This is an optimization exercise on Yosys and OpenROAD, whose aim is small area, a short achievable clock period and few clock cycles, not a production implementation. At most, simulation tests tie the RTL to the original design; equivalence was not proved. No activity file was given, so power comes from the tool's default toggle rates.

==> flow/design.v (excerpt) <==
module simple_cpu
#(parameter DATA_WIDTH = 32)(
  input clk,
  input rstn,
  output [DATA_WIDTH-1:0] imem_addr,
  input  [DATA_WIDTH-1:0] imem_rdata,
  output [DATA_WIDTH-1:0] dmem_addr,
  output [DATA_WIDTH-1:0] dmem_wdata,
  output [3:0]            dmem_wstrb,
  output                  dmem_re,
  input  [DATA_WIDTH-1:0] dmem_rdata
);
wire [31:0] f_inst = imem_rdata;
wire [6:0]  f_op   = f_inst[6:0];
wire [4:0]  f_rd   = f_inst[11:7];
wire [2:0]  f_f3   = f_inst[14:12];
wire [4:0]  f_rs1  = f_inst[19:15];
wire [4:0]  f_rs2  = f_inst[24:20];
wire        f_f7b5 = f_inst[30];
wire f_is_op     = (f_op == 7'b0110011);
wire f_is_opimm  = (f_op == 7'b0010011);
wire f_is_load   = (f_op == 7'b0000011);
wire f_is_store  = (f_op == 7'b0100011);
wire f_is_branch = (f_op == 7'b1100011);
wire f_is_jalr   = (f_op == 7'b1100111);
wire f_is_jal    = (f_op == 7'b1101111);
wire f_is_lui    = (f_op == 7'b0110111);
wire f_is_auipc  = (f_op == 7'b0010111);
wire f_wr = (f_is_op | f_is_opimm | f_is_load | f_is_jalr | f_is_jal | f_is_lui | f_is_auipc)
            & (f_rd != 5'd0);
wire f_tk_eq  = f_is_branch & (f_f3 == 3'b000);
wire f_tk_ne  = f_is_branch & (f_f3 == 3'b001);
wire f_tk_lt  = f_is_branch & (f_f3 == 3'b100);
wire f_tk_ge  = f_is_branch & (f_f3 == 3'b101);
wire f_tk_ltu = f_is_branch & (f_f3 == 3'b110);
wire f_tk_geu = f_is_branch & (f_f3 == 3'b111);
wire f_alu    = f_is_opimm | (f_is_op & (~f_f7b5 | f_f3 == 3'b000 | f_f3 == 3'b101));
  ...
Settings: LEC_CHECK=0, CAP_MARGIN=20, CORE_MARGIN=2, CORE_UTILIZATION=40, SETUP_SLACK_MARGIN=5, SLEW_MARGIN=50, SYNTH_HIERARCHICAL=1, SYNTH_MINIMUM_KEEP_SIZE=50, TNS_END_PERCENT=20; clock period 10.0 ns.
standard.sh (not shown) runs the stock make flow with config.mk's settings and CLKGATE_MAP_FILE= SYNTH_SCRIPT=/design/flow/synth_recipe.tcl, a recipe that flattens the netlist after the stock synthesis.
==> flow/flow/run.sh <==
#!/bin/bash
# Own layout flow: the standard flow (standard.sh) with two changes:
# the ports are buffered with buf_2 cells instead of the slow delay cell that
# buffer_ports picks by default, and CTS inserts no dummy loads and builds the tree from clkbuf_8 cells, up to 12 sinks per leaf.
set -euo pipefail
export BUFFER_PORTS_ARGS="-buffer_cell sky130_fd_sc_hd__buf_2"
export CTS_ARGS="-sink_clustering_enable -repair_clock_nets -dont_use_dummy_load -sink_clustering_size 12 -sink_clustering_max_diameter 60 -buf_list sky130_fd_sc_hd__clkbuf_8"
bash standard.sh > standard_flow.log 2>&1
Testbench counts at the start, summed over its fixed seeds: cycles 1,992,704.
==> next run, changes <==
--- a/flow/design.v
+++ b/flow/design.v
@@ -156,30 +156,35 @@
 reg        sub, sh_l, sh_a;
 wire [31:0] wb_data;
 wire [31:0] next_pc;     
 wire [31:0] rf_rd1, rf_rd2;
 reg [31:0] regs [1:31];
 always @(posedge clk) begin
   if (wr) regs[rd] <= wb_data;
 end
-wire [31:1] sel1_lo, sel1_hi, sel2_lo, sel2_hi;
-rf_dec m_dec1_lo (.a(f_rs1), .y(sel1_lo));
-rf_dec m_dec1_hi (.a(f_rs1), .y(sel1_hi));
-rf_dec m_dec2_lo (.a(f_rs2), .y(sel2_lo));
-rf_dec m_dec2_hi (.a(f_rs2), .y(sel2_hi));
+wire [31:1] sel1 [0:3];
+wire [31:1] sel2 [0:3];
+genvar di;
+generate
+  for (di = 0; di < 4; di = di + 1) begin : rf_decs
+    rf_dec m_dec1 (.a(f_rs1), .y(sel1[di]));
+    rf_dec m_dec2 (.a(f_rs2), .y(sel2[di]));
+  end
+endgenerate
 reg [31:0] rf_rd1_r, rf_rd2_r;
-integer ri;
+integer ri, bi;
 always @(*) begin
   rf_rd1_r = 32'd0;
   rf_rd2_r = 32'd0;
-  for (ri = 1; ri < 32; ri = ri + 1) begin
-    rf_rd1_r = rf_rd1_r | {{16{sel1_hi[ri]}} & regs[ri][31:16], {16{sel1_lo[ri]}} & regs[ri][15:0]};
-    rf_rd2_r = rf_rd2_r | {{16{sel2_hi[ri]}} & regs[ri][31:16], {16{sel2_lo[ri]}} & regs[ri][15:0]};
-  end
+  for (ri = 1; ri < 32; ri = ri + 1)
+    for (bi = 0; bi < 4; bi = bi + 1) begin
+      rf_rd1_r[8*bi +: 8] = rf_rd1_r[8*bi +: 8] | ({8{sel1[bi][ri]}} & regs[ri][8*bi +: 8]);
+      rf_rd2_r[8*bi +: 8] = rf_rd2_r[8*bi +: 8] | ({8{sel2[bi][ri]}} & regs[ri][8*bi +: 8]);
+    end
 end
 assign rf_rd1 = rf_rd1_r;
 assign rf_rd2 = rf_rd2_r;
 wire f_use_rs2 = f_is_op | f_is_store | f_is_branch;
 wire f_hit1 = wr & (rd == f_rs1);
 wire f_hit2 = wr & (rd == f_rs2);
 wire [31:0] f_rv1 = f_hit1 ? wb_data : rf_rd1;
 wire [31:0] f_rv2 = f_hit2 ? wb_data : rf_rd2;
Effect: Worst setup slack improved by 64 ps; final area climbs by a few percent; critical path depth went down by 3; sequential power hardly moves; power climbs by a few percent.
Function not checked in the second run of this note: the RTL went through the layout flow alone.

## job 101
Another version of the RTL of simple_cpu (not shown whole).
Size in the first run: about 1200 flip-flops, roughly 61000 um2 of cells after synthesis.
clock: 10.0 ns
lec_check: 0
cap_margin: 20
core_margin: 2
core_utilization: 40
setup_slack_margin: 5
slew_margin: 20
==> flow/flow/run.sh <==
#!/bin/bash
# Own layout flow: the standard flow (standard.sh) with two changes:
# the ports are buffered with buf_2 cells instead of the slow delay cell that
# buffer_ports picks by default, and CTS inserts no dummy loads.
set -euo pipefail
export BUFFER_PORTS_ARGS="-buffer_cell sky130_fd_sc_hd__buf_2"
export CTS_ARGS="-sink_clustering_enable -repair_clock_nets -dont_use_dummy_load"
bash standard.sh > standard_flow.log 2>&1
In job 101 the implementation ran to completion but is not tape-out ready, as the final checks report max-capacitance violations, max-slew violations.
The inputs of job 105 differ from those of job 101 as listed below.
--- a/flow/design.v
+++ b/flow/design.v
@@ -140,16 +140,17 @@
     f_imm = {{12{f_inst[31]}}, f_inst[19:12], f_inst[20], f_inst[30:21], 1'b0};
   else if (f_is_lui | f_is_auipc)
     f_imm = {f_inst[31:12], 12'b0};
   else
     f_imm = {{20{f_inst[31]}}, f_inst[31:20]};
 end
 reg [31:0] rv1;          
 reg [31:0] rv2;          
+reg [31:0] agu;          
 reg [31:0] tgt;          
 reg [31:0] pc4;          
 reg [3:0]  c_eq;         
 reg [3:0]  c_lt;         
 reg        c_eq31;       
 reg        c_lts31;      
 reg        c_ltu31;      
 reg [4:0]  rd;
@@ -168,28 +169,29 @@
   .waddr(rd), .wdata(wb_data), .wen(wr),
   .rdata1(rf_rd1), .rdata2(rf_rd2)
 );
 wire f_use_rs2 = f_is_op | f_is_store | f_is_branch;
 wire f_hit1 = wr & (rd == f_rs1);
 wire f_hit2 = wr & (rd == f_rs2);
 wire [31:0] f_rv1 = f_hit1 ? wb_data : rf_rd1;
 wire [31:0] f_rv2 = f_hit2 ? wb_data : rf_rd2;
+wire f_stall = (f_is_load | f_is_store | f_is_jalr) & f_hit1;
 wire [31:0] f_beq = {~(f_rv1[30:0] ^ f_rv2[30:0]), 1'b1};
 wire [31:0] f_blt = {~f_rv1[30:0] & f_rv2[30:0], 1'b0};
 wire [3:0]  f_geq, f_glt;
 genvar gi;
 generate
   for (gi = 0; gi < 4; gi = gi + 1) begin : cmp_grp
     lt_tree #(.W(8)) m_glt (.lt_bit(f_blt[8*gi +: 8]), .eq_bit(f_beq[8*gi +: 8]), .lt(f_glt[gi]));
     assign f_geq[gi] = &f_beq[8*gi +: 8];
   end
 endgenerate
-wire        f_mem = f_is_load | f_is_store | f_is_jalr;
-wire [31:0] f_tgt = (next_pc & {32{~f_mem}}) + f_imm;
+wire [31:0] f_agu = rf_rd1 + f_imm;       
+wire [31:0] f_tgt = next_pc + f_imm;
 wire [31:0] f_pc4 = next_pc + 32'd4;
 always @(posedge clk) begin
   if (!rstn) begin
     pc4       <= 32'd0;
     wr        <= 1'b0;
     is_op     <= 1'b0;
     is_load   <= 1'b0;
     is_store  <= 1'b0;
@@ -206,18 +208,18 @@
     r_slt     <= 1'b0;
     r_sltu    <= 1'b0;
     r_xor     <= 1'b0;
     r_or      <= 1'b0;
     r_and     <= 1'b0;
     r_link    <= 1'b0;
     r_lui     <= 1'b0;
     r_auipc   <= 1'b0;
-  end else if (is_jalr) begin
-    pc4       <= agu;
+  end else if (f_stall) begin
+    pc4       <= next_pc;
     wr        <= 1'b0;
     is_op     <= 1'b0;
     is_load   <= 1'b0;
     is_store  <= 1'b0;
     is_jalr   <= 1'b0;
     tk_always <= 1'b0;
     tk_eq     <= 1'b0;
     tk_ne     <= 1'b0;
@@ -237,17 +239,17 @@
     r_auipc   <= 1'b0;
   end else begin
     pc4       <= f_pc4;
     wr        <= f_wr;
     is_op     <= f_is_op;
     is_load   <= f_is_load;
     is_store  <= f_is_store;
     is_jalr   <= f_is_jalr;
-    tk_always <= f_is_jal;
+    tk_always <= f_is_jal | f_is_jalr;
     tk_eq     <= f_tk_eq;
     tk_ne     <= f_tk_ne;
     tk_lt     <= f_tk_lt;
     tk_ge     <= f_tk_ge;
     tk_ltu    <= f_tk_ltu;
     tk_geu    <= f_tk_geu;
     r_add     <= f_r_add;
     r_sh      <= f_r_sh;
@@ -255,16 +257,17 @@
     r_sltu    <= f_r_sltu;
     r_xor     <= f_r_xor;
     r_or      <= f_r_or;
     r_and     <= f_r_and;
     r_link    <= f_is_jal | f_is_jalr;
     r_lui     <= f_is_lui;
     r_auipc   <= f_is_auipc;
   end
+  agu     <= f_agu;
   tgt     <= f_tgt;
   sub     <= f_sub;
   sh_l    <= f_sh_l;
   sh_a    <= f_sh_a;
   rd      <= f_rd;
   funct3  <= f_f3;
   rv1     <= f_rv1;
   rv2     <= f_use_rs2 ? f_rv2 : f_imm;
@@ -276,17 +279,18 @@
 end
 wire lt_low;
 lt_tree #(.W(4)) m_lt (.lt_bit(c_lt), .eq_bit(c_eq), .lt(lt_low));
 wire br_eq  = c_eq31 & (&c_eq);
 wire br_lt  = c_lts31 | (c_eq31 & lt_low);
 wire br_ltu = c_ltu31 | (c_eq31 & lt_low);
 wire take = tk_always | (tk_eq & br_eq) | (tk_ne & ~br_eq) | (tk_lt & br_lt) |
             (tk_ge & ~br_lt) | (tk_ltu & br_ltu) | (tk_geu & ~br_ltu);
-assign next_pc   = take ? tgt : pc4;
+wire [31:0] target = is_jalr ? agu : tgt;
+assign next_pc   = take ? target : pc4;
 assign imem_addr = next_pc;
 wire [31:0] op_b = rv2;
 wire [32:0] sum  = {1'b0, rv1} + {1'b0, op_b ^ {32{sub}}} + {32'd0, sub};
 wire        lt_u = ~sum[32];
 wire        lt_s = (rv1[31] ^ op_b[31]) ? rv1[31] : sum[31];
 wire [4:0]  shamt = op_b[4:0];
 reg  [31:0] sh_in, sh_out;
 integer k;
@@ -303,17 +307,16 @@
                     | {31'd0, r_slt  & lt_s}
                     | {31'd0, r_sltu & lt_u}
                     | ({32{r_xor}}   & (rv1 ^ op_b))
                     | ({32{r_or}}    & (rv1 | op_b))
                     | ({32{r_and}}   & (rv1 & op_b))
                     | ({32{r_link}}  & pc4)
                     | ({32{r_lui}}   & op_b)
                     | ({32{r_auipc}} & tgt);
-wire [31:0] agu = rv1 + tgt;              
 assign dmem_addr = agu;
 assign dmem_re   = is_load;
 reg [31:0] st_data;
 reg [3:0]  st_strb;
 always @(*) begin
   st_data = rv2;
   st_strb = 4'b0000;
   case (funct3[1:0])
Findings:
Job 105 completed end to end with timing, DRC and antenna clean. The lower post-placement cell area came out of job 101. Between job 105 and job 101, it is job 105 whose post-route met1 wirelength is higher, by 860 um. Job 105 against job 101: latest clock arrival within the worst-skew pair now sits at about the same level; fraction of area in registers now sits higher; met1 track utilization from global routing now sits lower; logic gate share of total power now sits lower; cell count after synthesis now sits higher. Higher number of ordinary inverters in the final layout was reported by job 101, not job 105. Fmax: job 105 higher than job 101. Job 105 vs job 101: clock network power share up. Job 105 against job 101: number of placed instances, taps included went up; least setup slack across all paths after layout picked up an extra 0.40 ns; register-to-register slack rose 0.03 ns. Compared with job 101, job 105 shows largest net degree at the start of global routing lower by 2.
Testbench counts of job 105, summed over its fixed seeds: cycles 1,992,704.
The RTL of job 101 was laid out without a check of its function.

[what the ideal ports hide]
How much do the figures lean on ideal ports? The routed layouts below were timed once more, with nothing changed but the port constraints. Step 1 (the two cells are an assumption about what drives the block):
set clk [get_ports {clk}]
set_driving_cell -lib_cell sky130_fd_sc_hd__clkbuf_16 $clk
set_driving_cell -lib_cell sky130_fd_sc_hd__buf_2 [delete_from_list [all_inputs] $clk]
Step 2 times the ports against the registers' clock, not the clock port: input delays grow and output delays shrink by t, the midpoint of the rising clock arrivals with the driver on. Slacks: ideal / step 1 / step 2; pairs: ideal / step 1.
| run | shift t [ns] | setup WS [ns] | hold slack, ns | worst slew at a driven data input, ns |
|---|---|---|---|---|
| the first run of note 1 | 0.938 | 4.815 / 4.685 / 3.747 | 0.616 / 0.616 / 0.616 | 0.28 |
| the second run of note 1 | 0.998 | 4.879 / 4.759 / 3.762 | 0.718 / 0.718 / 0.718 | 0.31 |
| job 101 | 0.820 | 4.305 / 4.228 / 4.054 | 0.700 / 0.700 / 0.700 | 0.10 |
| job 105 | 0.843 | 4.710 / 4.637 / 3.794 | 0.727 / 0.727 / 0.727 | 0.19 |
The setup slack of the second run of note 1, which loses most, moves by -0.120 ns with the drivers and by -1.117 ns with both steps.
